Background: an optimization exercise with open tools, aiming at small area. Do not read the settings as production practice. Only simulation tests tie the RTL to the original design; equivalence was not proved. Power figures rest on the tool's default switching activity, not on a simulated workload.

--- flow/flow/abc.script ---
strash
dc2
dch
amap
topo
stime -c
buffer -c
upsize -c
dnsize -c
--- flow/standard.sh ---
#!/bin/bash
# synth_recipe.tcl (not shown) runs the flow's synth.tcl, then flattens the netlist and writes it again
# the make line also repeats each setting of config.mk as NAME=value (left out here)
make -C /OpenROAD-flow-scripts/flow DESIGN_CONFIG=/design/flow/config.mk WORK_HOME=/design/flow/orfs CLKGATE_MAP_FILE= SYNTH_SCRIPT=/design/flow/synth_recipe.tcl "${@:-finish}"
--- flow/design.v ---
`timescale 1ns / 1ps
module ControlUnit(CLK, RST, START,
	IN_KIND, IN_PRICE_CH, IN_MONEY, IN_PRICE_ADMIN, IN_PRICE_ADMIN_END, IN_MONEY_ENTER,
	KIND, NUM_ZERO, GE_PRICE, GE1000, GE500, GE100, GE50,
	OUT, COIN, SUB, IDX, PRICE, UP, SUC, KSAVE, KIN);
input CLK, RST, START;
input IN_PRICE_CH;
input [0:1] IN_MONEY;
input IN_PRICE_ADMIN, IN_PRICE_ADMIN_END, IN_MONEY_ENTER;
input IN_KIND;
input KIND, NUM_ZERO, GE_PRICE, GE1000, GE500, GE100, GE50;
output [0:22] OUT;
output COIN, SUB, PRICE, UP, SUC, KSAVE, KIN;
output [1:0] IDX;
reg [4:0] st;
wire [1:0] ix = st[1:0];
wire g0 = ~st[4] & ~st[3] & ~st[2];
wire gx = ~st[4] & ~st[3] & st[2];
wire gc = ~st[4] & st[3] & ~st[2];
wire gr = ~st[4] & st[3] & st[2];
wire gj = st[4] & ~st[3];
wire gp = st[4] & st[3];
wire s_idle   = g0 & (ix == 2'd0);
wire s_start  = g0 & (ix == 2'd1);
wire s_admin  = g0 & (ix == 2'd2);
wire s_input  = g0 & (ix == 2'd3);
wire s_judge  = gx & ~ix[1] & ~ix[0];
wire s_return = gx & ix[0];
wire s_end    = gx & ix[1];
wire ok = ~NUM_ZERO & GE_PRICE;
reg [4:0] nx;
always @* begin
	nx[4] = s_admin | (s_judge & ok) | (gj & ~ix[0]);
	nx[3] = s_admin | (s_input & ~IN_MONEY_ENTER) | (s_return & GE50);
	nx[2] = (s_input & IN_MONEY_ENTER) | (s_judge & ~ok) | (gj & ix[0]) | s_return | gr;
	nx[1] = s_start | (s_admin & IN_KIND) | (gp & ~IN_PRICE_ADMIN_END) |
		(s_input & ~IN_MONEY_ENTER & IN_MONEY[0]) | gc | (s_judge & ok & KIND) |
		(gj & ~ix[0] & ix[1]) | (s_return & (GE500 | ~GE50));
	nx[0] = (s_idle & START) | (s_start & ~IN_PRICE_ADMIN) | (s_admin & IN_PRICE_CH) |
		(gp & IN_PRICE_ADMIN_END) | (s_input & ~IN_MONEY_ENTER & IN_MONEY[1]) | gc |
		(s_judge & ~ok) | (gj & ~ix[0]) | (s_return & (GE1000 | (GE100 & ~GE500))) | gr;
end
always @(posedge CLK) begin
	if(RST)	st <= 5'd0;
	else		st <= nx;
end
assign OUT[0]  = s_idle;
assign OUT[1]  = s_start;
assign OUT[2]  = s_admin;
assign OUT[3]  = gp & ~KIND & ~ix[0];
assign OUT[4]  = gp & ~KIND & ix[0];
assign OUT[5]  = gp & KIND & ~ix[0];
assign OUT[6]  = gp & KIND & ix[0];
assign OUT[7]  = s_input;
assign OUT[8]  = gc & (ix == 2'd0);
assign OUT[9]  = gc & (ix == 2'd1);
assign OUT[10] = gc & (ix == 2'd2);
assign OUT[11] = gc & (ix == 2'd3);
assign OUT[12] = s_judge;
assign OUT[13] = gj & (ix == 2'd0);
assign OUT[14] = gj & (ix == 2'd1);
assign OUT[15] = gj & (ix == 2'd2);
assign OUT[16] = gj & (ix == 2'd3);
assign OUT[17] = s_return;
assign OUT[18] = gr & (ix == 2'd3);
assign OUT[19] = gr & (ix == 2'd2);
assign OUT[20] = gr & (ix == 2'd1);
assign OUT[21] = gr & (ix == 2'd0);
assign OUT[22] = s_end;
assign COIN  = ~st[4] & st[3];
assign SUB   = st[2];
assign IDX   = ix;
assign PRICE = gp;
assign UP    = ix[0];
assign SUC   = gj & ix[0];
assign KSAVE = gp;
assign KIN   = ix[1];
endmodule
`timescale 1ns / 1ps
module MONEY_REG(CLK, RST, CLR, COIN, SUB, IDX, PRICE, UP, SUC,
	Q0, Q1, KIND, M, SUM, GE_PRICE, GE1000, GE500, GE100, GE50);
input CLK, RST, CLR;
input COIN, SUB, PRICE, UP, SUC;
input [1:0] IDX;
input [13:0] Q0, Q1;
input KIND;
output reg [14:0] M;
output [14:0] SUM;
output GE_PRICE, GE1000, GE500, GE100, GE50;
wire [13:0] qs = KIND ? Q1 : Q0;
wire [1:0] ci = PRICE ? 2'd1 : IDX;
reg [14:0] csize;
always @* begin
	case(ci)
		2'd0:		csize = 15'd25;
		2'd1:		csize = 15'd50;
		2'd2:		csize = 15'd250;
		default:	csize = 15'd500;
	endcase
end
wire [14:0] a = M | ({15{PRICE}} & {qs, 1'b0});
wire use_c = COIN | PRICE;
wire neg = COIN ? SUB : (PRICE ? ~UP : 1'b1);
wire [14:0] b = (use_c ? csize : {qs, 1'b0}) ^ {15{neg}};
wire [15:0] c;
assign c[0] = neg;
genvar i;
generate for(i = 0; i < 15; i = i + 1) begin : rca
	assign SUM[i] = a[i] ^ b[i] ^ c[i];
	assign c[i+1] = (a[i] & b[i]) | (c[i] & (a[i] ^ b[i]));
end endgenerate
assign GE_PRICE = c[15];	 
always @(posedge CLK) begin
	if(RST | CLR)			M <= 15'd0;
	else if(COIN | SUC)	M <= SUM;
end
assign GE1000 = (|M[14:9]) | (M[8] & M[7] & M[6] & M[5] & M[4] & (M[3] | M[2]));
assign GE500  = (|M[14:8]) | (M[7] & M[6] & M[5] & M[4] & M[3] & (M[2] | M[1]));
assign GE100  = (|M[14:6]) | (M[5] & M[4] & (M[3] | M[2] | M[1]));
assign GE50   = (|M[14:5]) | (M[4] & M[3] & (M[2] | M[1] | M[0]));
endmodule
`timescale 1ns / 1ps
module PRICE_REG(CLK, LOAD, SAVE, IN, Q);
input CLK;
input LOAD, SAVE;
input [13:0] IN;
output reg [13:0] Q;
always @(posedge CLK) begin
	if(LOAD)			Q <= 14'd50;
	else if(SAVE)	Q <= IN;
end
endmodule
`timescale 1ns / 1ps
module JUICE_NUM_REG(CLK, IN, SAVE, DEC, RST, OUT
    );
input CLK;
input [0:2] IN;
input SAVE, DEC, RST;
output reg [0:2] OUT;
always @(posedge CLK) begin
	if(RST) 			OUT <= 0;
	else if(SAVE)	OUT <= IN;
	else if(DEC)	OUT <= OUT - 1;
end
endmodule
`timescale 1ns / 1ps
module JUICE_KIND_REG(CLK, IN, SAVE, RST, OUT
    );
input CLK, IN, SAVE, RST;
output reg OUT;
always @(posedge CLK) begin
	if(RST) OUT <= 0;
	else if(SAVE) OUT <= IN;
end
endmodule
`timescale 1ns / 1ps
module DUT( RST,
				START,
				CLK,
				IN_MONEY,
				IN_PRICE_CH,
				IN_KIND,
				IN_NUM,
				IN_PRICE_ADMIN,
				IN_PRICE_ADMIN_END,
				IN_MONEY_ENTER,
				OUT_MONEY,
				OUT_JUICE0_MADE,
				OUT_JUICE1_MADE,
				END,
				OUT_1000WON,
				OUT_500WON,
				OUT_100WON,
				OUT_50WON,
				OUT_JUICE0_PRICE,
				OUT_JUICE1_PRICE,
				OUT_CU_SIGNAL
    );
input RST, START, CLK;
input [0:1] IN_MONEY;
input IN_PRICE_CH, IN_KIND;
input [0:2] IN_NUM;
input IN_PRICE_ADMIN, IN_PRICE_ADMIN_END, IN_MONEY_ENTER;
output [0:15] OUT_MONEY;
output OUT_JUICE0_MADE, OUT_JUICE1_MADE, END;
output OUT_1000WON, OUT_500WON, OUT_100WON, OUT_50WON;
output [0:15] OUT_JUICE0_PRICE;
output [0:15] OUT_JUICE1_PRICE;
output [0:22] OUT_CU_SIGNAL;
wire [14:0] m, sum;
wire [13:0] q0, q1;
wire [2:0] num;
wire kind;
wire [0:22] s;
wire coin, sub, price, up, suc, ksave, kin;
wire [1:0] idx;
wire ge_price, ge1000, ge500, ge100, ge50;
ControlUnit CU(.CLK(CLK), .RST(RST), .START(START),
	.IN_KIND(IN_KIND), .IN_PRICE_CH(IN_PRICE_CH), .IN_MONEY(IN_MONEY), .IN_PRICE_ADMIN(IN_PRICE_ADMIN),
	.IN_PRICE_ADMIN_END(IN_PRICE_ADMIN_END), .IN_MONEY_ENTER(IN_MONEY_ENTER),
	.KIND(kind), .NUM_ZERO(num == 3'd0), .GE_PRICE(ge_price),
	.GE1000(ge1000), .GE500(ge500), .GE100(ge100), .GE50(ge50),
	.OUT(s), .COIN(coin), .SUB(sub), .IDX(idx), .PRICE(price), .UP(up),
	.SUC(suc), .KSAVE(ksave), .KIN(kin));
MONEY_REG money(.CLK(CLK), .RST(RST), .CLR(s[1]), .COIN(coin), .SUB(sub), .IDX(idx),
	.PRICE(price), .UP(up), .SUC(suc), .Q0(q0), .Q1(q1), .KIND(kind),
	.M(m), .SUM(sum), .GE_PRICE(ge_price),
	.GE1000(ge1000), .GE500(ge500), .GE100(ge100), .GE50(ge50));
PRICE_REG price0(.CLK(CLK), .LOAD(RST | s[0]), .SAVE(price & ~kind), .IN(sum[14:1]), .Q(q0));
PRICE_REG price1(.CLK(CLK), .LOAD(RST | s[0]), .SAVE(price & kind), .IN(sum[14:1]), .Q(q1));
JUICE_NUM_REG juice_num(.CLK(CLK), .IN(IN_NUM), .SAVE(s[7]), .DEC(suc),
	.RST(RST | s[1]), .OUT(num));
JUICE_KIND_REG juice_kind(.CLK(CLK), .IN(ksave ? kin : IN_KIND), .SAVE(s[7] | ksave),
	.RST(RST | s[1]), .OUT(kind));
assign OUT_CU_SIGNAL = s;
assign OUT_MONEY = {m, 1'b0};
assign OUT_JUICE0_PRICE = {q0, 2'b00};
assign OUT_JUICE1_PRICE = {q1, 2'b00};
assign OUT_JUICE0_MADE = s[14];
assign OUT_JUICE1_MADE = s[16];
assign END = s[0];
assign OUT_1000WON = s[18];
assign OUT_500WON = s[19];
assign OUT_100WON = s[20];
assign OUT_50WON = s[21];
endmodule
--- flow/flow/synth.tcl ---
# The standard flow's synthesis script (synth_recipe.tcl), with abc run on abc.script
# (area-oriented standard-cell mapping) in place of ORFS's own abc script.
proc synth {args} { yosys synth -nofsm -noshare {*}$args }
if {[llength [info commands abc]]} { rename abc __yosys_abc }
proc abc {args} {
  set i [lsearch -exact $args -script]
  if {$i >= 0} { lset args [expr {$i + 1}] $::env(FLOW_ABC_SCRIPT) }
  yosys abc {*}$args
}
source $::env(SCRIPTS_DIR)/synth.tcl
# left out here: clear keep_hierarchy, flatten, clean up, hide names made inside functions, write 1_2_yosys.v
--- flow/constraint.sdc ---
create_clock -name core_clock -period 5.0 [get_ports {CLK}]
set_input_delay 1.0000 -clock core_clock [delete_from_list [all_inputs] [get_ports {CLK}]]
set_output_delay 1.0000 -clock core_clock [all_outputs]
set_load 0.01 [all_outputs]
--- flow/flow/run.sh ---
#!/bin/bash
# Layout flow: the standard layout (standard.sh), with
#  - synthesis mapped by abc with an area-oriented script (flow/abc.script);
#    registers are made exactly as in the standard synthesis;
#  - full/half adders left to abc as plain gates (no fa/ha cells);
#  - the input and output ports buffered with the platform's smallest buffer;
#  - clock tree synthesis without dummy loads.
# Each tool's full output goes to ORFS's own per-step logs under orfs/logs;
# make's output goes to make.log here.
set -euo pipefail
here=$(pwd)
export FLOW_ABC_SCRIPT="$here/flow/abc.script"
export BUFFER_PORTS_ARGS="-buffer_cell sky130_fd_sc_hd__buf_1"
export CTS_ARGS="-sink_clustering_enable -repair_clock_nets -dont_use_dummy_load"
bash standard.sh ADDER_MAP_FILE= SYNTH_SCRIPT="$here/flow/synth.tcl" finish > make.log 2>&1
--- flow/config.mk ---
export PLATFORM = sky130hd
export DESIGN_NAME = DUT
export DESIGN_NICKNAME = DUT
export VERILOG_FILES = /design/flow/design.v
export SDC_FILE = /design/flow/constraint.sdc
export NUM_CORES = 4
export LEC_CHECK = 0
export ABC_AREA = 1
export CAP_MARGIN = 0
export CORE_MARGIN = 2
export CORE_UTILIZATION = 75
export SLEW_MARGIN = 0
==> results of run 1 <==
-- power by group --
group	switching (mW)	total [mW]	internal (mW)
registers	0.0660	0.538	0.472
clock network	0.134	0.225	0.0907
logic	0.907	1.34	0.437
total	1.11	2.11	1.00
-- logic make-up after synthesis --
logic type / after synthesis / synth area share
compound gates: 134 / 0.280
buf+inv: 67 / 0.108
flops: 52 / 0.335
other cells: 1 / 0.00121
simple gates: 192 / 0.276
-- registers in the layout, indices dropped and copies added (netlist names) --
name            cells
CU.st               5
juice_kind.OUT      1
juice_num.OUT       3
money.M            15
price0.Q           14
price1.Q           14
-- cells in the final DEF (no fill, tap or decap), types with 2 or more instances in the layout --
master,count
o221a_2,5
nand3_1,4
o21ai_2,6
buf_4,7
o21ai_0,38
or3_1,2
nand2_1,27
a221oi_1,6
clkinv_1,2
o22ai_1,17
nor3_1,27
buf_1,85
o21a_1,21
or2_2,3
inv_1,23
o211ai_1,2
a21oi_1,25
inv_2,5
conb_1,5
and2_1,2
a31o_2,2
a31oi_1,4
clkbuf_8,5
nand2_2,24
dfxtp_1,51
a2111oi_0,2
nor2_1,97
-- synth_stat cells, types with 2 or more instances --
master	count	area, sq um
nand2_2	24	150
o21ai_2	6	52.6
o22ai_1	17	106
a21oi_1	25	125
dfxtp_1	52	1040
nand2_1	27	101
inv_2	5	18.8
or2_2	3	18.8
o21a_1	21	158
inv_1	23	86.3
a31oi_1	4	25.0
a31o_2	2	17.5
buf_4	18	135
o211ai_1	2	15.0
a2111oi_0	2	17.5
or3_1	2	12.5
nor2_1	97	364
clkinv_1	2	7.51
clkbuf_1	14	52.6
nor3_1	27	135
nand3_1	4	20.0
o21ai_0	38	190
a221oi_1	6	52.6
and2_1	2	12.5
o221a_2	5	56.3
-- metrics by stage --
step	worst slack [ns]	hold slack, ns
floorplan	1.06	0.455
global placement	0.624	0.472
detailed placement	0.379	0.486
CTS	0.320	0.506
global route	0.0103	0.534
finish	0.385	0.505
-- critical path, delay by kind of cell, from the launching register on --
kind,cells,cell delay (ns)
AND/OR/NAND/NOR,30,2.84
AO/OA/AOI/OAI,9,0.96
buffers and inverters,2,0.29
flip-flops,1,0.46
-- final timing paths --
path / from / end / depth (start not counted)
worst max register to register: CU.st[3] / CU.st[1] / 41
worst min-delay path: price1.Q[1] / price1.Q[1] / 2
worst min register to register: price1.Q[1] / price1.Q[1] / 2
worst max-delay path: CU.st[3] / CU.st[1] / 41
-- cell type report --
cell class              instances  area [sq um]
fillers                       270           579
repair buffers                 92           372
clock buffers                   5          68.8
well taps                      50          62.6
inverters                      32           128
flip-flops and latches         52          1040
multi-input cells             331          1750
-- metal layers --
metal | part of all wire | global-route usage | up-vias
met5 | 0 | 0 | -
met4 | 0.045 | 0.198 | 0
met3 | 0.13 | 0.0872 | 54
met2 | 0.45 | 0.694 | 347
met1 | 0.37 | 0.499 | 1623
li1 | - | - | 1648
-- timing repair --
item                                    4_1_cts  5_1_grt
gates resized for setup                       0        1
setup buffers                                 0        0
hold buffers                                  0        0
endpoints found under the setup margin        0        3
==> flow_metrics.env, run 1 <==
export IMPL_n_antenna_cell=0
export IMPL_path_common_cell="nand2_2"
export IMPL_final_hold_viol_count=0
export IMPL_clockRootBuffer="clkbuf_8"
export IMPL_wirelength_mm=9.58
export IMPL_vias_per_cell=6.53
export IMPL_yosys_warnings=5
export IMPL_numCtsBuffers=5
export IMPL_routabilityCongestion=1.01
export IMPL_syn_area_sq_um=3110
export IMPL_critPathLaunchType="register"
export IMPL_critPathSlowestCell="dfxtp_2"
export IMPL_p_total_mw=2.11
export IMPL_worst_setup_path_type="reg -> reg"
export IMPL_numClockSinks=52
export IMPL_timing_fmax_ghz=0.217
export IMPL_place_inst=557
export IMPL_die_h_um=68.4
export IMPL_start_util=0.777
export IMPL_ys_seq_area_frac=0.335
export IMPL_chipWidth_um=68.4
export IMPL_p_leak_nw=1.21
export IMPL_synth_edf_count=0
export IMPL_dpl_hpwl_mm=7.12
export IMPL_drive_gt1_frac=0.127
export IMPL_synthDistinctLibCells=43
export IMPL_ys_flop_type="dfxtp_1"
export IMPL_fin_cells=562
export IMPL_drc_errors=0
export IMPL_initialDrtViolationCount=336
export IMPL_grt_usage=0.413
export IMPL_grt_setup_unrepaired="false"
export IMPL_status="finished clean"
export IMPL_htreeDepth=2
export IMPL_cp_slowest_stage_delay_ns=0.46
export IMPL_grt_max_degree=29
export IMPL_grt_pass1_wl_mm=14.2
export IMPL_ios=91
export IMPL_ff2ff_setup_slack_ns=0.39
export IMPL_clkTransAtPathRegs_ns=0.09
export IMPL_setup_tns_ns=0
export IMPL_placedInstanceArea_sq_um=3350
export IMPL_antenna_found_initial=0
export IMPL_period_share=0.923
export IMPL_grt_remaining_overflow=0
export IMPL_areaGrowthSynthToFinish_pct=10.0
export IMPL_cts_buffer_depth=2
export IMPL_vdd_drop_max_uv=369
export IMPL_max_cap_viol_count=0
export IMPL_finalSetupViolCount=0
export IMPL_cp_max_fo=19
export IMPL_fin_util=0.855
export IMPL_syn_mean_instance_area_sq_um=6.97
export IMPL_insertion_delay_ns=0.32
export IMPL_crit_arrival_ns=4.86
export IMPL_io_buffers=85
export IMPL_ant_nets=0
export IMPL_wl_per_cell_um=17.1
export IMPL_slew_headroom=0.301
export IMPL_vias=3672
export IMPL_endpoint_kind="register"
export IMPL_rows=23
export IMPL_finalClockSkew_ns=0.0213
export IMPL_syn_inst=446
export IMPL_final_area_sq_um=3420
export IMPL_fp_coreArea_sq_um=4000
export IMPL_worstMarginPinSlew_ns=1.05
export IMPL_first_pass_iters=8
export IMPL_finalCriticalPeriod_ns=4.61
export IMPL_p_per_area_nw_per_um2=616
export IMPL_holdCritPathClass="reg -> reg"
export IMPL_required_ns=5.24
export IMPL_grt_pass1_vias=3046
export IMPL_synth_async_reset_ratio=0
export IMPL_maxSlewViolCount=0
export IMPL_nets=527
export IMPL_die_area_sq_um=4680
export IMPL_cts_tree="built"
export IMPL_ys_seq_elements=52
==> inputs of run 2 (changes only) <==
--- a/flow/config.mk
+++ b/flow/config.mk
@@ -8,5 +8,5 @@
 export ABC_AREA = 1
 export CAP_MARGIN = 0
 export CORE_MARGIN = 2
-export CORE_UTILIZATION = 75
+export CORE_UTILIZATION = 45
 export SLEW_MARGIN = 0
==> run 2 against run 1 <==
Against the previous run:
- still clean
- synthesized cell count did not move
- sequential share of layout area shrank 0.29 points
- final cell count rose by 5.3%
- clock power barely moved
- first-iteration DRC count shrank 57%
- die area up 62%
- non-clock buffer count unchanged
- critical path type unchanged
- highest routed layer unchanged
==> flow_metrics.env, run 2 <==
export IMPL_yosysMostFrequentCell="nor2_1"
export IMPL_top_register="money.M"
export IMPL_start_util=0.460
export IMPL_yosysTopAreaCellShare=0.335
export IMPL_finalCriticalPeriod_ns=4.47
export IMPL_placedInstanceArea_sq_um=3390
export IMPL_n_antenna_cell=0
export IMPL_grt_remaining_overflow=0
export IMPL_clkTransAtPathRegs_ns=0.08
export IMPL_syn_mean_instance_area_sq_um=6.97
export IMPL_ant_nets=0
export IMPL_reg2reg_to="CU.st[1]"
export IMPL_yosys_area_top_type="dfxtp_1"
export IMPL_drive_gt1_frac=0.127
export IMPL_maxSlewViolCount=0
export IMPL_path_common_cell="nand2_2"
export IMPL_min_delay_start="juice_num.OUT[2]"
export IMPL_io_buffers=85
export IMPL_synth_area_leaders="dfxtp_1 33%, nor2_1 12%, o21ai_0 6.1%, o21a_1 5.1%, nand2_2 4.8%"
export IMPL_synth_edf_count=0
export IMPL_yosys_top_cells_count="97 x nor2_1, 52 x dfxtp_1, 38 x o21ai_0, 27 x nand2_1, 27 x nor3_1"
export IMPL_syn_area_sq_um=3110
export IMPL_critPathLaunchType="register"
export IMPL_slew_headroom=0.242
export IMPL_grt_pass1_wl_mm=15.3
export IMPL_insertion_delay_ns=0.31
export IMPL_final_hold_viol_count=0
export IMPL_areaGrowthSynthToFinish_pct=11.3
export IMPL_vdd_drop_max_uv=209
export IMPL_route_met3_wl_um=683
export IMPL_finalClockSkew_ns=0.0156
export IMPL_p_seq_frac=0.260
export IMPL_hold_buffers=0
export IMPL_endpoint_kind="register"
export IMPL_routabilityCongestion=0.934
export IMPL_fp_coreArea_sq_um=6760
export IMPL_synth_async_reset_ratio=0
export IMPL_max_cap_viol_count=0
export IMPL_chipWidth_um=87.1
export IMPL_ys_flop_type="dfxtp_1"
export IMPL_cts_tree="built"
export IMPL_die_h_um=87.1
export IMPL_fin_util=0.512
export IMPL_crit_arrival_ns=4.70
export IMPL_pre_cts_ws_ns=0.382
export IMPL_vias=3345
export IMPL_clkPwrFrac=0.110
export IMPL_antenna_found_initial=0
export IMPL_p_per_area_nw_per_um2=598
export IMPL_required_ns=5.23
export IMPL_holdPathStages=2
export IMPL_clockRootBuffer="clkbuf_8"
export IMPL_rows=30
export IMPL_grt_usage=0.258
export IMPL_critPathSlowestCell="dfxtp_4"
export IMPL_setup_worst_path_start="CU.st[3]"
export IMPL_final_area_sq_um=3460
export IMPL_first_pass_iters=5
export IMPL_worstMarginPinSlew_ns=1.13
export IMPL_status="finished clean"
export IMPL_vias_per_cell=5.65
export IMPL_syn_inst=446
export IMPL_finalSetupViolCount=0
export IMPL_p_switching_mw=1.07
export IMPL_ys_seq_elements=52
export IMPL_met1_length_mm=4.45
export IMPL_routed_top_layer="met4"
export IMPL_timing_fmax_ghz=0.224
export IMPL_pwr_share_comb=0.630
export IMPL_numCtsBuffers=5
export IMPL_nets=527
export IMPL_yosys_warnings=5
export IMPL_largest_register_ffs=15
export IMPL_min_to="juice_num.OUT[2]"
export IMPL_ios=91
export IMPL_synthDistinctLibCells=43
export IMPL_drc_errors=0
export IMPL_grt_max_degree=29
export IMPL_fin_cells=592
export IMPL_switching_share=0.516
export IMPL_mostFrequentLayoutCells="97 x nor2_1, 85 x buf_1, 51 x dfxtp_1"
export IMPL_p_leak_nw=1.21
export IMPL_die_area_sq_um=7590
export IMPL_cts_resized=0
export IMPL_dpl_hpwl_mm=7.07
export IMPL_setup_tns_ns=0
export IMPL_cp_slowest_stage_delay_ns=0.39
export IMPL_rr_startpoint="CU.st[3]"
export IMPL_worst_setup_path_type="reg -> reg"
export IMPL_ff2ff_setup_slack_ns=0.53
export IMPL_grt_setup_unrepaired="false"
export IMPL_htreeDepth=2
export IMPL_wl_met2_mm=4.05
export IMPL_wirelength_mm=9.47
export IMPL_grt_pass1_vias=3091
export IMPL_initialDrtViolationCount=146
export IMPL_holdCritPathClass="reg -> reg"
export IMPL_ff2ff_path_depth=42
export IMPL_power_internal_mw=1.00
export IMPL_ys_seq_area_frac=0.335
export IMPL_setup_ws_ns=0.534
export IMPL_cts_buffer_depth=2
export IMPL_p_total_mw=2.07
export IMPL_period_share=0.893
export IMPL_wl_per_cell_um=16.0
export IMPL_nFillCells=706
export IMPL_top_regs="money.M (15), price0.Q (14), price1.Q (14)"
export IMPL_hold_ws_ns=0.490
export IMPL_numClockSinks=52
export IMPL_final_common_cell="nor2_1"
export IMPL_post_cts_setup_buffer_count=0
export IMPL_place_inst=587
export IMPL_cp_max_fo=19
[run 2: worst max-delay path by stage]
| stage | cells past startpoint | endpoint | slack, ns |
|---|---|---|---|
| 3_5_place_dp | 38 | CU.st[1] | 0.38 |
| 4_1_cts | 38 | CU.st[1] | 0.34 |
| 3_3_place_gp | 38 | CU.st[1] | 0.56 |
| 5_1_grt | 42 | CU.st[1] | 0.03 |
| 2_1_floorplan | 43 | CU.st[1] | 1.06 |
| 6_report | 42 | CU.st[1] | 0.53 |
[run 2: worst max-delay path: cells and delay by family (launching register included)]
| kind | cells | cell delay [ns] |
|---|---|---|
| AO/OA/AOI/OAI | 9 | 0.91 |
| buffers and inverters | 2 | 0.28 |
| flip-flops | 1 | 0.39 |
| AND/OR/NAND/NOR | 31 | 2.83 |
[run 2: area by class of cell]
cell class              instances  area, sq um  share of cell area
flip-flops and latches         52         1040               0.302
inverters                      32          128              0.0369
well taps                      80          100              0.0289
repair buffers                 92          372               0.107
multi-input cells             331         1750               0.505
clock buffers                   5         68.8              0.0199
[run 2: cells by family after synthesis]
group | share of synthesized area
compound gates | 0.280
buf+inv | 0.108
flops | 0.335
other cells | 0.00121
simple gates | 0.276
[run 2: power by group through the flow]
stage / sequential (mW) / combinational [mW] / clock [mW]
after floorplan: 0.539 / 0.993 / 0
after global placement: 0.543 / 1.28 / 0
after detailed placement: 0.544 / 1.28 / 0
after CTS: 0.535 / 1.28 / 0.228
after global routing: 0.547 / 1.45 / 0.243
final: 0.538 / 1.30 / 0.228
[run 2: routing by layer]
layer / track usage / up-vias
li1: - / 1646
met1: 0.362 / 1520
met2: 0.400 / 156
met3: 0.0408 / 23
met4: 0.0979 / 0
met5: 0 / -
==> inputs of run 3 (changes only) <==
--- a/flow/config.mk
+++ b/flow/config.mk
@@ -8,5 +8,5 @@
 export ABC_AREA = 1
 export CAP_MARGIN = 0
 export CORE_MARGIN = 2
-export CORE_UTILIZATION = 45
+export CORE_UTILIZATION = 60
 export SLEW_MARGIN = 0
==> run 3 against run 2 <==
Against the previous run:
- still clean on timing, DRC and antenna
- utilization up 17 points
- non-clock buffer count did not move
- setup slack lost 0.10 ns
- clock power decreased by 4%
- sequential cell count is the same
- critical endpoint unchanged
==> flow_metrics.env, run 3 <==
export IMPL_min_delay_start="price0.Q[5]"
export IMPL_grt_setup_unrepaired="false"
export IMPL_finalSetupViolCount=0
export IMPL_grt_remaining_overflow=0
export IMPL_vdd_drop_max_uv=309
export IMPL_nets=527
export IMPL_first_pass_iters=5
export IMPL_yosys_area_top_type="dfxtp_1"
export IMPL_cp_slowest_stage_delay_ns=0.60
export IMPL_yosysMostFrequentCell="nor2_1"
export IMPL_clkTransAtPathRegs_ns=0.10
export IMPL_mostFrequentLayoutCells="97 x nor2_1, 85 x buf_1, 51 x dfxtp_1"
export IMPL_ff2ff_path_depth=38
export IMPL_wirelength_mm=8.91
export IMPL_reg2reg_to="CU.st[1]"
export IMPL_rows=26
export IMPL_p_leak_nw=1.21
export IMPL_max_cap_viol_count=0
export IMPL_yosys_top_cells_count="97 x nor2_1, 52 x dfxtp_1, 38 x o21ai_0, 27 x nand2_1, 27 x nor3_1"
export IMPL_ff2ff_setup_slack_ns=0.43
export IMPL_hold_ws_ns=0.500
export IMPL_chipWidth_um=76.0
export IMPL_clockRootBuffer="clkbuf_8"
export IMPL_ys_flop_type="dfxtp_1"
export IMPL_syn_inst=446
export IMPL_multi_input_area_sq_um=1760
export IMPL_vias_per_cell=5.81
export IMPL_status="finished clean"
export IMPL_clkPwrFrac=0.107
export IMPL_p_per_area_nw_per_um2=594
export IMPL_die_h_um=76.0
export IMPL_required_ns=5.21
export IMPL_antenna_found_initial=0
export IMPL_ys_seq_elements=52
export IMPL_routabilityCongestion=1.03
export IMPL_die_area_sq_um=5770
export IMPL_worstMarginPinSlew_ns=0.541
export IMPL_nFillCells=476
export IMPL_ys_seq_area_frac=0.335
export IMPL_start_util=0.617
export IMPL_numClockSinks=52
export IMPL_maxSlewViolCount=0
export IMPL_holdPathStages=2
export IMPL_cts_resized=0
export IMPL_critPathSlowestCell="dfxtp_1"
export IMPL_register_area_sq_um=1040
export IMPL_largest_register_ffs=15
export IMPL_fp_coreArea_sq_um=5040
export IMPL_worst_setup_path_type="reg -> reg"
export IMPL_cts_tree="built"
export IMPL_syn_area_sq_um=3110
export IMPL_areaGrowthSynthToFinish_pct=11.1
export IMPL_min_to="price0.Q[5]"
export IMPL_power_internal_mw=1.00
export IMPL_p_seq_frac=0.262
export IMPL_setup_tns_ns=0
export IMPL_yosys_warnings=5
export IMPL_switching_share=0.512
export IMPL_slew_headroom=0.640
export IMPL_synth_edf_count=0
export IMPL_finalClockSkew_ns=0.0242
export IMPL_yosysTopAreaCellShare=0.335
export IMPL_placedInstanceArea_sq_um=3380
export IMPL_timing_fmax_ghz=0.219
export IMPL_initialDrtViolationCount=283
export IMPL_finalCriticalPeriod_ns=4.57
export IMPL_synth_area_leaders="dfxtp_1 33%, nor2_1 12%, o21ai_0 6.1%, o21a_1 5.1%, nand2_2 4.8%"
export IMPL_synth_async_reset_ratio=0
export IMPL_critPathBufInv=1
export IMPL_dpl_hpwl_mm=6.82
export IMPL_cp_top_family="simple AND/OR/NAND/NOR gates"
export IMPL_hold_buffers=0
export IMPL_path_common_cell="nand2_2"
export IMPL_numCtsBuffers=5
export IMPL_period_share=0.913
export IMPL_fin_util=0.685
export IMPL_final_hold_viol_count=0
export IMPL_crit_arrival_ns=4.78
export IMPL_ant_nets=0
export IMPL_grt_usage=0.309
export IMPL_top_register="money.M"
export IMPL_drc_errors=0
export IMPL_n_antenna_cell=0
export IMPL_grt_max_degree=29
export IMPL_endpoint_kind="register"
export IMPL_cts_buffer_depth=2
export IMPL_cp_max_fo=16
export IMPL_p_switching_mw=1.05
export IMPL_p_total_mw=2.05
export IMPL_syn_mean_instance_area_sq_um=6.97
export IMPL_insertion_delay_ns=0.31
export IMPL_pwr_share_comb=0.631
export IMPL_drive_gt1_frac=0.127
export IMPL_final_common_cell="nor2_1"
export IMPL_top_regs="money.M (15), price0.Q (14), price1.Q (14)"
export IMPL_grt_pass1_vias=3031
export IMPL_htreeDepth=2
export IMPL_ios=91
export IMPL_synthDistinctLibCells=43
export IMPL_final_area_sq_um=3450
export IMPL_grt_pass1_wl_mm=14.5
export IMPL_io_buffers=85
export IMPL_wl_per_cell_um=15.3
export IMPL_holdCritPathClass="reg -> reg"
export IMPL_vias=3384
export IMPL_post_cts_setup_buffer_count=0
export IMPL_critPathLaunchType="register"
export IMPL_rr_startpoint="juice_kind.OUT"
-- run 3: power groups by stage --
stage	Combinational, mW	Sequential (mW)	Clock (mW)
global route	1.43	0.546	0.235
detailed placement	1.26	0.545	0
CTS	1.27	0.535	0.222
floorplan	0.993	0.539	0
global placement	1.24	0.544	0
finish	1.29	0.537	0.219
-- run 3: stage by stage --
stage	setup slack (ns)	instances
2_1_floorplan	1.06	450
3_3_place_gp	0.452	577
3_5_place_dp	0.288	577
6_report	0.433	582
5_1_grt	0.0134	582
4_1_cts	0.234	582
-- run 3: worst max-delay path by stage --
stage	from	to	slack, ns	depth (start not counted)
floorplan	CU.st[3]	CU.st[1]	1.06	43
global placement	CU.st[3]	CU.st[1]	0.45	38
detailed placement	CU.st[3]	CU.st[1]	0.29	38
CTS	CU.st[3]	CU.st[1]	0.23	38
global route	juice_kind.OUT	CU.st[1]	0.01	38
finish	juice_kind.OUT	CU.st[1]	0.43	38
-- run 3: area by class of cell --
cell class                      instances  area share
Clock buffer                            5      0.0199
Inverter                               32      0.0370
Multi-Input combinational cell        331       0.508
Sequential cell                        52       0.302
Tap cell                               70      0.0254
Timing Repair Buffer                   92       0.108
-- run 3: kinds of logic (layout without fill, tap and decap cells) --
group	Yosys count	count (layout)	synth area share
buffers and inverters	67	129	0.108
AND/OR/NAND/NOR	192	192	0.276
other	1	5	0.00121
AO/OA/AOI/OAI	134	134	0.280
flip-flops	52	52	0.335
-- run 3: layer usage --
metal | GRT usage | part of all wire | vias to the layer above
li1 | - | - | 1646
met1 | 0.415 | 0.44 | 1551
met2 | 0.496 | 0.45 | 165
met3 | 0.0581 | 0.090 | 22
met4 | 0.122 | 0.025 | 0
met5 | 0 | 0 | -
-- run 3: worst register-to-register path, delay by kind of cell, from the launching register on --
kind                   cells  cell delay (ns)
AOI/OAI and AO/OA          8             1.14
buffers and inverters      1             0.26
DFF                        1             0.60
and+or+nand+nor           29             2.48
==> inputs of run 4 (changes only) <==
--- a/flow/design.v
+++ b/flow/design.v
@@ -32,7 +32,7 @@
 always @* begin
 	nx[4] = s_admin | (s_judge & ok) | (gj & ~ix[0]);
 	nx[3] = s_admin | (s_input & ~IN_MONEY_ENTER) | (s_return & GE50);
-	nx[2] = (s_input & IN_MONEY_ENTER) | (s_judge & ~ok) | (gj & ix[0]) | s_return | gr;
+	nx[2] = (s_input & IN_MONEY_ENTER) | s_judge | gj | s_return | gr;
 	nx[1] = s_start | (s_admin & IN_KIND) | (gp & ~IN_PRICE_ADMIN_END) |
 		(s_input & ~IN_MONEY_ENTER & IN_MONEY[0]) | gc | (s_judge & ok & KIND) |
 		(gj & ~ix[0] & ix[1]) | (s_return & (GE500 | ~GE50));
==> run 4 against run 3 <==
Against the previous run:
- via count is 4.5% lower
- non-clock buffer count shrank 1
- total power is 1.8% lower
- final area fell by 0.98%
- synthesized cell count decreased by 8.7%
- highest routed layer unchanged
- first-iteration DRC count down 4.9%
- sequential cell count unchanged
- synthesized area decreased by 0.72%
- combinational power barely moved
- still clean on timing, DRC and antenna
- global-route usage grew 0.49 points
- die area is 0.68% lower
- register-to-register slack improved by 0.28 ns
==> flow_metrics.env, run 4 <==
export IMPL_drive_gt1_frac=0.155
export IMPL_ant_nets=0
export IMPL_max_cap_viol_count=0
export IMPL_hold_buffers=0
export IMPL_grt_usage=0.314
export IMPL_syn_area_sq_um=3090
export IMPL_worstMarginPinSlew_ns=1.08
export IMPL_synthDistinctLibCells=37
export IMPL_status="finished clean"
export IMPL_cp_max_fo=20
export IMPL_ys_seq_elements=52
export IMPL_critPathSlowestCell="dfxtp_1"
export IMPL_grt_pass1_vias=2637
export IMPL_register_area_sq_um=1040
export IMPL_placedInstanceArea_sq_um=3350
export IMPL_insertion_delay_ns=0.30
export IMPL_initialDrtViolationCount=269
export IMPL_io_buffers=85
export IMPL_endpoint_kind="register"
export IMPL_post_cts_setup_buffer_count=0
export IMPL_syn_inst=407
export IMPL_finalSetupViolCount=0
export IMPL_vdd_drop_max_uv=288
export IMPL_final_common_cell="buf_1"
export IMPL_multi_input_area_sq_um=1710
export IMPL_syn_mean_instance_area_sq_um=7.58
export IMPL_ys_seq_area_frac=0.337
export IMPL_antenna_found_initial=0
export IMPL_wl_per_cell_um=16.4
export IMPL_rows=26
export IMPL_ys_flop_type="dfxtp_1"
export IMPL_holdCritPathClass="reg -> reg"
export IMPL_place_inst=537
export IMPL_yosysMostFrequentCell="nor2_1"
export IMPL_fp_coreArea_sq_um=5040
export IMPL_nets=487
export IMPL_crit_arrival_ns=4.53
export IMPL_htreeDepth=2
export IMPL_routabilityCongestion=0.944
export IMPL_fin_cells=542
export IMPL_cts_buffer_depth=2
export IMPL_cp_top_family="simple AND/OR/NAND/NOR gates"
export IMPL_die_area_sq_um=5730
export IMPL_timing_fmax_ghz=0.233
export IMPL_cts_resized=0
export IMPL_synth_async_reset_ratio=0
export IMPL_finalClockSkew_ns=0.0120
export IMPL_required_ns=5.24
export IMPL_final_area_sq_um=3420
export IMPL_ios=91
export IMPL_largest_register_ffs=15
export IMPL_yosys_warnings=5
export IMPL_vias_per_cell=5.96
export IMPL_top_register="money.M"
export IMPL_p_leak_nw=1.28
export IMPL_nFillCells=466
export IMPL_wirelength_mm=8.88
export IMPL_final_hold_viol_count=0
export IMPL_first_pass_iters=5
export IMPL_numClockSinks=52
export IMPL_yosysTopAreaCellShare=0.337
export IMPL_vias=3232
export IMPL_setup_tns_ns=0
export IMPL_critPathLaunchType="register"
export IMPL_worst_setup_path_type="reg -> reg"
export IMPL_clkTransAtPathRegs_ns=0.08
export IMPL_mostFrequentLayoutCells="85 x buf_1, 53 x nor2_1, 52 x dfxtp_1"
export IMPL_die_h_um=75.7
export IMPL_maxSlewViolCount=0
export IMPL_clockRootBuffer="clkbuf_8"
export IMPL_grt_max_degree=29
export IMPL_yosys_area_top_type="dfxtp_1"
export IMPL_synth_edf_count=0
export IMPL_drc_errors=0
export IMPL_grt_setup_unrepaired="false"
export IMPL_dpl_hpwl_mm=6.68
export IMPL_cts_tree="built"
export IMPL_slew_headroom=0.280
export IMPL_areaGrowthSynthToFinish_pct=10.8
export IMPL_finalCriticalPeriod_ns=4.29
export IMPL_grt_remaining_overflow=0
export IMPL_period_share=0.858
export IMPL_n_antenna_cell=0
export IMPL_chipWidth_um=75.7
export IMPL_start_util=0.612
export IMPL_cp_slowest_stage_delay_ns=0.47
export IMPL_critPathBufInv=2
export IMPL_p_total_mw=2.01
export IMPL_numCtsBuffers=5
export IMPL_top_regs="money.M (15), price0.Q (14), price1.Q (14)"
export IMPL_yosys_top_cells_count="53 x nor2_1, 52 x dfxtp_1, 34 x nand2_1, 32 x inv_1, 31 x o21ai_0"
export IMPL_synth_area_leaders="dfxtp_1 34%, nor2_1 6.4%, o221a_2 6.2%, o21a_1 5.4%, o21ai_0 5.0%"
export IMPL_path_common_cell="nand2_2"
export IMPL_p_per_area_nw_per_um2=589
export IMPL_grt_pass1_wl_mm=13.6
==> run 4: layout make-up <==
| class | instances | area share |
|---|---|---|
| multi-input combinational | 284 | 0.499 |
| sequential | 52 | 0.304 |
| timing repair buffer | 91 | 0.106 |
| inverter | 40 | 0.0446 |
| tap | 70 | 0.0256 |
| clock buffer | 5 | 0.0201 |
==> run 4: path summary, 6_finish.rpt <==
path,startpoint,to,slack (ns),cells past startpoint
max reg2reg,CU.st[3],money.M[14],0.71,37
max,CU.st[3],money.M[14],0.71,37
min reg2reg,money.M[13],money.M[13],0.51,2
min,money.M[13],money.M[13],0.51,2
==> run 4: routing by layer <==
layer | GRT usage | part of all wire | vias up | wire [um]
li1 | - | - | 1563 | -
met1 | 0.459 | 0.45 | 1481 | 4020
met2 | 0.477 | 0.44 | 173 | 3950
met3 | 0.0450 | 0.080 | 15 | 713
met4 | 0.101 | 0.023 | 0 | 202
met5 | 0 | 0 | - | 0
==> run 4: logic make-up (layout without fill, tap and decap cells) <==
family                 Yosys count  after routing  share of synthesized area
AOI/OAI and AO/OA              150            150                      0.356
and+or+nand+nor                129            129                      0.190
buffers and inverters           75            136                      0.115
DFF                             52             52                      0.337
other                            1              5                    0.00121
==> run 4: stage by stage <==
stage          utilization  hold WS [ns]  worst slack [ns]
3_3_place_gp         0.665         0.498             0.942
6_report             0.678         0.513             0.708
3_5_place_dp         0.665         0.496             0.786
2_1_floorplan            -         0.467              1.54
4_1_cts              0.678         0.511             0.759
5_1_grt              0.678         0.549             0.257
==> run 4: worst reg2reg max path: cells and delay by family, from the launching register on <==
kind	cells	cell delay [ns]
and+or+nand+nor	28	2.41
buffers and inverters	2	0.44
DFF	1	0.47
AOI/OAI and AO/OA	7	0.94
==> run 4: power by group <==
part / total [mW] / leakage [nW] / internal (mW) / switching (mW)
Sequential: 0.531 / 0.420 / 0.468 / 0.0629
Combinational: 1.26 / 0.824 / 0.417 / 0.843
Clock: 0.223 / 0.0359 / 0.0908 / 0.132
Total: 2.01 / 1.28 / 0.975 / 1.04
==> inputs of run 5 (changes only) <==
==> flow/flow/abc.script (replaced) <==
strash
dc2
dch
amap
topo
stime -c
buffer -c
upsize -c -D 4000
dnsize -c -D 4000
==> run 5 against run 4 <==
Against the previous run:
- still clean on timing, DRC and antenna
- setup slack worse by 0.042 ns
- total power down 4.9%
- sequential share of layout area up 0.46 points
- critical path depth up 5
- clock power down 3%
- via count up 0.46%
- non-clock buffer count up 5
- sequential cell count unchanged
- hold slack worse by 0.015 ns
- combinational power down 6%
- maximum frequency down 0.96%
- die area down 3.2%
- critical path type unchanged
- largest power group unchanged
- highest routed layer unchanged
==> flow_metrics.env, run 5 <==
export IMPL_top_regs="money.M (15), price0.Q (14), price1.Q (14)"
export IMPL_final_hold_viol_count=0
export IMPL_syn_inst=407
export IMPL_worstMarginPinSlew_ns=0.623
export IMPL_hold_buffers=0
export IMPL_largest_register_ffs=15
export IMPL_areaGrowthSynthToFinish_pct=13.0
export IMPL_nets=492
export IMPL_drive_gt1_frac=0.111
export IMPL_crit_arrival_ns=4.55
export IMPL_yosysTopAreaCellShare=0.349
export IMPL_cts_buffer_depth=2
export IMPL_fin_util=0.708
export IMPL_insertion_delay_ns=0.31
export IMPL_wirelength_mm=8.69
export IMPL_pwr_share_comb=0.615
export IMPL_synth_edf_count=0
export IMPL_timing_fmax_ghz=0.231
export IMPL_die_h_um=74.5
export IMPL_critPathSlowestCell="or2_2"
export IMPL_mostFrequentLayoutCells="85 x buf_1, 57 x nand2_1, 53 x nor2_1"
export IMPL_synth_compound_area_frac=0.359
export IMPL_maxSlewViolCount=0
export IMPL_synth_simple_gate_area_frac=0.173
export IMPL_cp_max_fo=5
export IMPL_synth_async_reset_ratio=0
export IMPL_dpl_hpwl_mm=6.58
export IMPL_ys_seq_elements=52
export IMPL_yosys_warnings=5
export IMPL_vias_per_cell=5.97
export IMPL_setup_tns_ns=0
export IMPL_fp_coreArea_sq_um=4750
export IMPL_routabilityCongestion=1.03
export IMPL_rows=25
export IMPL_start_util=0.627
export IMPL_critPathLaunchType="register"
export IMPL_register_area_sq_um=1040
export IMPL_final_common_cell="buf_1"
export IMPL_io_buffers=85
export IMPL_htreeDepth=2
export IMPL_required_ns=5.22
export IMPL_syn_mean_instance_area_sq_um=7.33
export IMPL_slew_headroom=0.583
export IMPL_finalSetupViolCount=0
export IMPL_cts_resized=0
export IMPL_clkTransAtPathRegs_ns=0.08
export IMPL_grt_max_degree=29
export IMPL_vias=3247
export IMPL_grt_usage=0.318
export IMPL_setup_ws_ns=0.667
export IMPL_p_leak_nw=1.31
export IMPL_post_cts_setup_buffer_count=0
export IMPL_hold_ws_ns=0.498
export IMPL_yosysMostFrequentCell="nand2_1"
export IMPL_vdd_drop_max_uv=275
export IMPL_synth_adder_area_share=0
export IMPL_path_common_cell="nand2_1"
export IMPL_initialDrtViolationCount=212
export IMPL_critPathBufInv=3
export IMPL_antenna_found_initial=0
export IMPL_pre_cts_ws_ns=0.397
export IMPL_max_cap_viol_count=0
export IMPL_yosys_area_top_type="dfxtp_1"
export IMPL_holdCritPathClass="reg -> reg"
export IMPL_numCtsBuffers=5
export IMPL_ant_nets=0
export IMPL_chipWidth_um=74.5
export IMPL_clkPwrFrac=0.113
export IMPL_p_per_area_nw_per_um2=568
export IMPL_ys_flop_type="dfxtp_1"
export IMPL_ys_seq_area_frac=0.349
export IMPL_synth_area_leaders="dfxtp_1 35%, o221a_2 10%, nand2_1 7.3%, o21ai_0 6.9%, nor2_1 6.8%"
export IMPL_switching_share=0.506
export IMPL_power_internal_mw=0.945
export IMPL_cp_top_family="simple AND/OR/NAND/NOR gates"
export IMPL_cp_slowest_stage_delay_ns=0.32
export IMPL_finalClockSkew_ns=0.0258
export IMPL_synthXorXnorAreaFrac=0
export IMPL_die_area_sq_um=5550
export IMPL_grt_remaining_overflow=0
export IMPL_p_seq_frac=0.272
export IMPL_clockRootBuffer="clkbuf_8"
export IMPL_synthMuxAreaShare=0
export IMPL_status="finished clean"
export IMPL_grt_pass1_vias=2724
export IMPL_multi_input_area_sq_um=1620
export IMPL_synthDistinctLibCells=31
export IMPL_endpoint_kind="register"
export IMPL_first_pass_iters=5
export IMPL_cts_tree="built"
export IMPL_grt_pass1_wl_mm=13.4
export IMPL_n_antenna_cell=0
export IMPL_period_share=0.867
export IMPL_top_register="money.M"
export IMPL_p_switching_mw=0.969
export IMPL_fin_cells=544
export IMPL_synth_top_family_by_area="compound AO/OA/AOI/OAI gates"
export IMPL_ios=91
export IMPL_nFillCells=446
export IMPL_worst_setup_path_type="reg -> reg"
export IMPL_ff2ff_setup_slack_ns=0.67
export IMPL_syn_area_sq_um=2980
export IMPL_wl_per_cell_um=16.0
export IMPL_finalCriticalPeriod_ns=4.33
export IMPL_drc_errors=0
export IMPL_place_inst=539
export IMPL_yosys_top_cells_count="58 x nand2_1, 54 x nor2_1, 52 x dfxtp_1, 41 x o21ai_0, 39 x inv_1"
export IMPL_numClockSinks=52
## run 5: changes by cell type in the layout (fill, tap and decap cells not counted), moves of 4 or more
cell,delta
buf_4,+5
inv_1,+6
inv_2,-6
nand2_1,+23
nand2_2,-24
o21ai_0,+5
o21ai_2,-4
o221a_1,-10
o221a_2,+10
## run 5: worst paths after layout
path	startpoint	endpoint	cells past startpoint
max	CU.st[4]	CU.st[4]	42
min	juice_num.OUT[2]	juice_num.OUT[2]	2
max reg2reg	CU.st[4]	CU.st[4]	42
min reg2reg	juice_num.OUT[2]	juice_num.OUT[2]	2
## run 5: power groups by stage
stage	Sequential, mW	Clock [mW]	Combinational, mW
finish	0.520	0.217	1.18
global route	0.525	0.229	1.31
CTS	0.517	0.220	1.13
detailed placement	0.528	0	1.13
global placement	0.526	0	1.11
floorplan	0.528	0	0.845
## run 5: routing by layer
layer | part of all wire | global-route usage | wire length, um
met1 | 0.46 | 0.459 | 3990
met2 | 0.44 | 0.500 | 3860
met3 | 0.085 | 0.0407 | 743
met4 | 0.011 | 0.0893 | 99
met5 | 0 | 0 | 0
## run 5: kinds of logic (layout without fill, tap and decap cells)
kind of cell           Yosys count  count (layout)
other                            1               5
and+or+nand+nor                129             129
DFF                             52              52
buffers and inverters           75             141
AOI/OAI and AO/OA              150             150
## run 5: worst reg2reg max path, delay by kind of cell, from the launching register on
family	cells	cell delay (ns)
simple gates	30	2.65
flops	1	0.31
compound gates	9	1.05
buf+inv	3	0.27
## run 5: cell type report
type / instances / share of cell area
Sequential cell: 52 / 0.309
Clock buffer: 5 / 0.0204
Timing Repair Buffer: 96 / 0.119
Inverter: 40 / 0.0446
Multi-Input combinational cell: 284 / 0.482
Tap cell: 67 / 0.0249
## run 5: stage by stage
| step | total power [mW] | cell area, sq um |
|---|---|---|
| after floorplan | 1.37 | 3000 |
| after global placement | 1.63 | 3280 |
| after detailed placement | 1.66 | 3280 |
| after CTS | 1.87 | 3350 |
| after global routing | 2.06 | 3370 |
| final | 1.91 | 3370 |
==> inputs of run 6 (changes only) <==
==> flow/flow/run.sh (replaced) <==
#!/bin/bash
# Layout flow: the standard layout (standard.sh), with
#  - synthesis mapped by abc with an area-oriented script (flow/abc.script);
#    registers are made exactly as in the standard synthesis;
#  - full/half adders left to abc as plain gates (no fa/ha cells);
#  - the input and output ports buffered with the platform's smallest buffer;
#  - clock tree synthesis without dummy loads;
#  - one tie cell for the constant outputs (no repair_tie_fanout).
# Each tool's full output goes to ORFS's own per-step logs under orfs/logs;
# make's output goes to make.log here.
set -euo pipefail
here=$(pwd)
export FLOW_ABC_SCRIPT="$here/flow/abc.script"
export BUFFER_PORTS_ARGS="-buffer_cell sky130_fd_sc_hd__buf_1"
export CTS_ARGS="-sink_clustering_enable -repair_clock_nets -dont_use_dummy_load"
bash standard.sh ADDER_MAP_FILE= SKIP_REPAIR_TIE_FANOUT=1 SYNTH_SCRIPT="$here/flow/synth.tcl" finish > make.log 2>&1
==> flow/flow/abc.script (replaced) <==
strash
dc2
dch
amap
topo
stime -c
buffer -c
upsize -c -D 4500
dnsize -c -D 4500
==> run 6 against run 5 <==
Against the previous run:
- still clean
- final area down 0.63%
- non-clock buffer count down 1
- register-to-register slack worse by 0.12 ns
- count of clock-buffer cells in the layout unchanged
- maximum frequency down 2.7%
- routed wire length up 0.82%
- die area about the same
- global-route usage up 0.35 points
- first-iteration DRC count up 16%
- synthesized area about the same
- clock power up 2%
- combinational power about the same
==> flow_metrics.env, run 6 <==
export IMPL_die_area_sq_um=5550
export IMPL_timing_fmax_ghz=0.225
export IMPL_rows=25
export IMPL_cp_max_fo=19
export IMPL_rr_startpoint="CU.st[4]"
export IMPL_period_share=0.891
export IMPL_insertion_delay_ns=0.31
export IMPL_synth_async_reset_ratio=0
export IMPL_critPathSlowestCell="dfxtp_1"
export IMPL_register_area_sq_um=1040
export IMPL_wl_per_cell_um=16.3
export IMPL_min_delay_start="money.M[13]"
export IMPL_wirelength_mm=8.77
export IMPL_slew_headroom=0.297
export IMPL_max_cap_viol_count=0
export IMPL_antenna_found_initial=0
export IMPL_status="finished clean"
export IMPL_first_pass_iters=5
export IMPL_crit_arrival_ns=4.67
export IMPL_switching_share=0.510
export IMPL_finalSetupViolCount=0
export IMPL_finalCriticalPeriod_ns=4.45
export IMPL_critPathLaunchType="register"
export IMPL_ys_seq_elements=52
export IMPL_yosysMostFrequentCell="nand2_1"
export IMPL_io_buffers=85
export IMPL_final_hold_viol_count=0
export IMPL_cp_top_family="simple AND/OR/NAND/NOR gates"
export IMPL_synth_top_family_by_area="compound AO/OA/AOI/OAI gates"
export IMPL_mostFrequentLayoutCells="85 x buf_1, 58 x nand2_1, 53 x nor2_1"
export IMPL_ff2ff_path_depth=43
export IMPL_finalClockSkew_ns=0.0287
export IMPL_top_regs="money.M (15), price0.Q (14), price1.Q (14)"
export IMPL_start_util=0.627
export IMPL_synthDistinctLibCells=30
export IMPL_clkPwrFrac=0.115
export IMPL_areaGrowthSynthToFinish_pct=12.3
export IMPL_initialDrtViolationCount=246
export IMPL_final_common_cell="buf_1"
export IMPL_drc_errors=0
export IMPL_chipWidth_um=74.5
export IMPL_synth_compound_area_frac=0.359
export IMPL_worstMarginPinSlew_ns=1.05
export IMPL_final_area_sq_um=3350
export IMPL_ys_seq_area_frac=0.349
export IMPL_fin_cells=539
export IMPL_power_internal_mw=0.942
export IMPL_synth_simple_gate_area_frac=0.173
export IMPL_endpoint_kind="register"
export IMPL_synth_area_leaders="dfxtp_1 35%, o221a_2 10%, nand2_1 7.3%, o21ai_0 6.9%, nor2_1 6.8%"
export IMPL_yosysTopAreaCellShare=0.349
export IMPL_holdCritPathClass="reg -> reg"
export IMPL_path_common_cell="nand2_1"
export IMPL_ff2ff_setup_slack_ns=0.55
export IMPL_placedInstanceArea_sq_um=3250
export IMPL_synth_adder_area_share=0
export IMPL_routabilityCongestion=0.991
export IMPL_ant_nets=0
export IMPL_nFillCells=458
export IMPL_nets=487
export IMPL_top_register="money.M"
export IMPL_reg2reg_to="CU.st[1]"
export IMPL_ios=91
export IMPL_largest_register_ffs=15
export IMPL_fin_util=0.704
export IMPL_vias_per_cell=6.04
export IMPL_yosys_warnings=5
export IMPL_numClockSinks=52
export IMPL_critPathBufInv=4
export IMPL_fp_coreArea_sq_um=4750
export IMPL_cts_tree="built"
export IMPL_grt_max_degree=29
export IMPL_syn_inst=407
export IMPL_grt_pass1_wl_mm=13.7
export IMPL_hold_buffers=0
export IMPL_holdPathStages=2
export IMPL_place_inst=533
export IMPL_grt_pass1_vias=2775
export IMPL_numCtsBuffers=5
export IMPL_min_to="money.M[13]"
export IMPL_grt_usage=0.321
export IMPL_yosys_area_top_type="dfxtp_1"
export IMPL_synthXorXnorAreaFrac=0
export IMPL_cts_buffer_depth=2
export IMPL_vdd_drop_max_uv=278
export IMPL_multi_input_area_sq_um=1600
export IMPL_yosys_top_cells_count="58 x nand2_1, 54 x nor2_1, 52 x dfxtp_1, 41 x o21ai_0, 39 x inv_1"
export IMPL_syn_area_sq_um=2980
export IMPL_p_seq_frac=0.267
export IMPL_p_leak_nw=1.29
export IMPL_clkTransAtPathRegs_ns=0.08
export IMPL_synth_edf_count=0
export IMPL_setup_tns_ns=0
export IMPL_dpl_hpwl_mm=6.48
export IMPL_syn_mean_instance_area_sq_um=7.32
export IMPL_drive_gt1_frac=0.108
export IMPL_htreeDepth=2
export IMPL_p_switching_mw=0.980
export IMPL_pwr_share_comb=0.619
export IMPL_maxSlewViolCount=0
export IMPL_grt_setup_unrepaired="false"
export IMPL_worst_setup_path_type="reg -> reg"
export IMPL_cp_slowest_stage_delay_ns=0.32
export IMPL_p_per_area_nw_per_um2=574
export IMPL_required_ns=5.22
export IMPL_n_antenna_cell=0
export IMPL_vias=3256
export IMPL_synthMuxAreaShare=0
export IMPL_die_h_um=74.5
export IMPL_clockRootBuffer="clkbuf_8"
export IMPL_grt_remaining_overflow=0
export IMPL_ys_flop_type="dfxtp_1"
[run 6: cell type report]
cell class | count | area share
clock buffers | 5 | 0.0206
inverters | 40 | 0.0449
multi-input cells | 280 | 0.477
flip-flops and latches | 52 | 0.311
well taps | 67 | 0.0250
repair buffers | 95 | 0.121
[run 6: logic make-up after synthesis]
family | after synthesis
and+or+nand+nor | 129
buffers and inverters | 75
other | 1
AOI/OAI and AO/OA | 150
DFF | 52
[run 6: worst max path at each step]
| stage | slack [ns] | depth (start not counted) | to | start |
|---|---|---|---|---|
| 6_report | 0.55 | 43 | CU.st[1] | CU.st[4] |
| 5_1_grt | 0.02 | 43 | CU.st[1] | CU.st[3] |
| 4_1_cts | 0.23 | 38 | CU.st[1] | CU.st[4] |
| 3_5_place_dp | 0.28 | 38 | CU.st[1] | CU.st[4] |
| 3_3_place_gp | 0.49 | 43 | CU.st[1] | CU.st[4] |
| 2_1_floorplan | 0.96 | 38 | CU.st[1] | CU.st[3] |
[run 6: metrics by stage]
| stage | worst slack (ns) | total power [mW] | hold WS (ns) |
|---|---|---|---|
| after floorplan | 0.963 | 1.37 | 0.456 |
| after global placement | 0.494 | 1.64 | 0.492 |
| after detailed placement | 0.280 | 1.67 | 0.493 |
| after CTS | 0.229 | 1.89 | 0.507 |
| after global routing | 0.0193 | 2.06 | 0.542 |
| final | 0.546 | 1.92 | 0.506 |
[run 6: repair_timing]
item,CTS,global route
resized for setup,0,11
endpoints found under the setup margin,0,12
setup buffers,0,1
[run 6: per-layer routing]
| metal | wire, um | track usage | share of wire |
|---|---|---|---|
| met1 | 3840 | 0.461 | 0.44 |
| met2 | 3990 | 0.496 | 0.46 |
| met3 | 781 | 0.0556 | 0.089 |
| met4 | 148 | 0.0972 | 0.017 |
| met5 | 0 | 0 | 0 |
[run 6: power by group through the flow]
stage                     logic (mW)  registers [mW]  clock network, mW
after floorplan                0.844           0.528                  0
after global placement          1.12           0.519                  0
after detailed placement        1.15           0.521                  0
after CTS                       1.15           0.511              0.222
after global routing            1.31           0.518              0.236
final                           1.19           0.512              0.221
[run 6: worst register-to-register path, delay by kind of cell, from the launching register on]
family	cells	cell delay, ns
AND/OR/NAND/NOR	30	2.68
buffers and inverters	4	0.40
AO/OA/AOI/OAI	9	1.00
flip-flops	1	0.32
==> inputs of run 7 (changes only) <==
==> flow/flow/abc.script (replaced) <==
strash
dc2
dch
amap
topo
stime -c
buffer -c
upsize -c -D 4000
dnsize -c -D 4000
==> run 7 against run 6 <==
Against the previous run:
- still clean on timing, DRC and antenna
- total power about the same
- final cell count up 0.37%
- synthesized cell count unchanged
- routed wire length down 0.30%
- global-route usage down 0.23 points
- hold slack better by 0.012 ns
- sequential share of layout area down 0.12 points
- largest power group unchanged
- highest routed layer unchanged
==> flow_metrics.env, run 7 <==
export IMPL_synth_compound_area_frac=0.359
export IMPL_fp_coreArea_sq_um=4750
export IMPL_dpl_hpwl_mm=6.51
export IMPL_yosys_top_cells_count="58 x nand2_1, 54 x nor2_1, 52 x dfxtp_1, 41 x o21ai_0, 39 x inv_1"
export IMPL_maxSlewViolCount=0
export IMPL_hold_ws_ns=0.517
export IMPL_areaGrowthSynthToFinish_pct=12.7
export IMPL_first_pass_iters=5
export IMPL_holdCritPathClass="reg -> reg"
export IMPL_cp_slowest_stage_delay_ns=0.39
export IMPL_synth_adder_area_share=0
export IMPL_syn_area_sq_um=2980
export IMPL_numCtsBuffers=5
export IMPL_drc_errors=0
export IMPL_final_hold_viol_count=0
export IMPL_rr_startpoint="CU.st[3]"
export IMPL_clkTransAtPathRegs_ns=0.08
export IMPL_chipWidth_um=74.5
export IMPL_n_antenna_cell=0
export IMPL_clockRootBuffer="clkbuf_8"
export IMPL_synth_top_family_by_area="compound AO/OA/AOI/OAI gates"
export IMPL_ff2ff_path_depth=37
export IMPL_finalClockSkew_ns=0.0147
export IMPL_synth_area_leaders="dfxtp_1 35%, o221a_2 10%, nand2_1 7.3%, o21ai_0 6.9%, nor2_1 6.8%"
export IMPL_cp_max_fo=19
export IMPL_path_common_cell="nand2_1"
export IMPL_cp_top_family="simple AND/OR/NAND/NOR gates"
export IMPL_grt_remaining_overflow=0
export IMPL_synthXorXnorAreaFrac=0
export IMPL_period_share=0.872
export IMPL_place_inst=531
export IMPL_routabilityCongestion=0.949
export IMPL_yosysTopAreaCellShare=0.349
export IMPL_cp_depth=37
export IMPL_die_area_sq_um=5550
export IMPL_start_util=0.627
export IMPL_final_area_sq_um=3360
export IMPL_slew_headroom=0.308
export IMPL_synth_async_reset_ratio=0
export IMPL_ff2ff_setup_slack_ns=0.64
export IMPL_finalCriticalPeriod_ns=4.36
export IMPL_vdd_drop_max_uv=286
export IMPL_ant_nets=0
export IMPL_nets=489
export IMPL_cp_endpoint="money.M[14]"
export IMPL_reg2reg_to="money.M[14]"
export IMPL_wirelength_mm=8.74
export IMPL_ys_seq_elements=52
export IMPL_p_total_mw=1.92
export IMPL_setup_worst_path_start="CU.st[3]"
export IMPL_initialDrtViolationCount=276
export IMPL_synth_edf_count=0
export IMPL_worstMarginPinSlew_ns=1.03
export IMPL_fin_util=0.707
export IMPL_vias_per_cell=6.13
export IMPL_finalSetupViolCount=0
export IMPL_syn_inst=407
export IMPL_synthDistinctLibCells=31
export IMPL_p_leak_nw=1.29
export IMPL_ios=91
export IMPL_grt_usage=0.319
export IMPL_timing_fmax_ghz=0.229
export IMPL_antenna_found_initial=0
export IMPL_synthMuxAreaShare=0
export IMPL_required_ns=5.25
export IMPL_grt_pass1_wl_mm=13.6
export IMPL_max_cap_viol_count=0
export IMPL_ys_flop_type="dfxtp_1"
export IMPL_largest_register_ffs=15
export IMPL_critPathSlowestCell="dfxtp_1"
export IMPL_io_buffers=85
export IMPL_status="finished clean"
export IMPL_wl_per_cell_um=16.2
export IMPL_grt_max_degree=29
export IMPL_worst_setup_path_type="reg -> reg"
export IMPL_yosysMostFrequentCell="nand2_1"
export IMPL_critPathLaunchType="register"
export IMPL_crit_arrival_ns=4.61
export IMPL_critPathBufInv=4
export IMPL_yosys_warnings=5
export IMPL_rows=25
export IMPL_grt_pass1_vias=2876
export IMPL_insertion_delay_ns=0.31
export IMPL_cts_buffer_depth=2
export IMPL_mostFrequentLayoutCells="85 x buf_1, 57 x nand2_1, 53 x nor2_1"
export IMPL_drive_gt1_frac=0.112
export IMPL_synth_simple_gate_area_frac=0.173
export IMPL_cts_tree="built"
export IMPL_final_common_cell="buf_1"
export IMPL_yosys_area_top_type="dfxtp_1"
export IMPL_p_per_area_nw_per_um2=572
export IMPL_die_h_um=74.5
export IMPL_vias=3319
export IMPL_top_register="money.M"
export IMPL_numClockSinks=52
export IMPL_ys_seq_area_frac=0.349
export IMPL_placedInstanceArea_sq_um=3240
export IMPL_syn_mean_instance_area_sq_um=7.33
export IMPL_htreeDepth=2
export IMPL_top_regs="money.M (15), price0.Q (14), price1.Q (14)"
export IMPL_endpoint_kind="register"
export IMPL_fin_cells=541
## run 7: cell types whose count changed in the layout (fill, tap and decap cells not counted), sizes merged
cell,before,now
buf,95,97
clkinv,1,0
clkinvlp,0,1
## run 7: timing repair
action                                  in CTS  in global routing
endpoints found under the setup margin       0                  6
gates resized for setup                      0                  6
setup buffers                                0                  5
hold buffers                                 0                  0
## run 7: worst min path at each step
stage          depth (start not counted)          endpoint        startpoint
2_1_floorplan                          2  juice_num.OUT[2]  juice_num.OUT[2]
3_3_place_gp                           2  juice_num.OUT[2]  juice_num.OUT[2]
3_5_place_dp                           2  juice_num.OUT[2]  juice_num.OUT[2]
4_1_cts                                2  juice_num.OUT[2]  juice_num.OUT[2]
5_1_grt                                2       money.M[12]       money.M[12]
6_report                               2       money.M[13]       money.M[13]
## run 7: routing by layer
| layer | vias to the layer above | global-route usage | routed length (um) |
|---|---|---|---|
| met4 | 0 | 0.117 | 199 |
| met2 | 187 | 0.509 | 3910 |
| met1 | 1528 | 0.431 | 3810 |
| li1 | 1577 | - | - |
| met3 | 27 | 0.0596 | 817 |
| met5 | - | 0 | 0 |
## run 7: worst min-delay path: stages (launching register included)
cell and delay (ns):
dfxtp_1 0.32, inv_1 0.09, a21oi_1 0.07
## run 7: cells by family after synthesis
logic type / after synthesis
other cells: 1
buf+inv: 75
simple gates: 129
compound gates: 150
flops: 52
## run 7: layout make-up
type	count	area (sq um)
Multi-Input combinational cell	280	1600
Fill cell	443	1400
Sequential cell	52	1040
Timing Repair Buffer	97	409
Inverter	40	154
Tap cell	67	83.8
Clock buffer	5	68.8
## run 7: report_power, final
| part | switching (mW) | internal, mW |
|---|---|---|
| Sequential | 0.0509 | 0.468 |
| Combinational | 0.794 | 0.389 |
| Clock | 0.129 | 0.0907 |
| Total | 0.974 | 0.948 |
## run 7: per-stage QoR
step	setup slack, ns	setup TNS (ns)
2_1_floorplan	1.03	0
3_3_place_gp	0.778	0
3_5_place_dp	0.570	0
4_1_cts	0.539	0
5_1_grt	-0.0578	-0.149
6_report	0.638	0

[afterwards: timing with drivers on the ports]
Ports are ideal in the flow. The routed layouts listed here were re-timed in OpenROAD.
Step 1 sets driving cells, clkbuf_16 on the clock port and buf_2 on the other inputs (assumed; they add their load-dependent delay and slew).
Step 2, shift: input delay + t, output delay - t, t = (earliest + latest rising clock arrival at the registers) / 2. This alone moves slack from input paths to output paths.
Slacks: ideal / step 1 / step 2; pairs: ideal / step 1.
run | t, ns | setup WS [ns] | slew at the worst register clock pin (ns)
run 1 | 0.337 | 0.385 / 0.385 / 0.385 | 0.10 / 0.10
run 2 | 0.334 | 0.534 / 0.534 / 0.534 | 0.10 / 0.10
run 3 | 0.328 | 0.433 / 0.433 / 0.433 | 0.10 / 0.10
run 4 | 0.326 | 0.708 / 0.708 / 0.708 | 0.09 / 0.09
run 5 | 0.326 | 0.667 / 0.667 / 0.667 | 0.10 / 0.10
run 6 | 0.330 | 0.546 / 0.546 / 0.546 | 0.11 / 0.11
run 7 | 0.329 | 0.638 / 0.638 / 0.638 | 0.09 / 0.09
After both steps setup and hold are still met in every run listed.
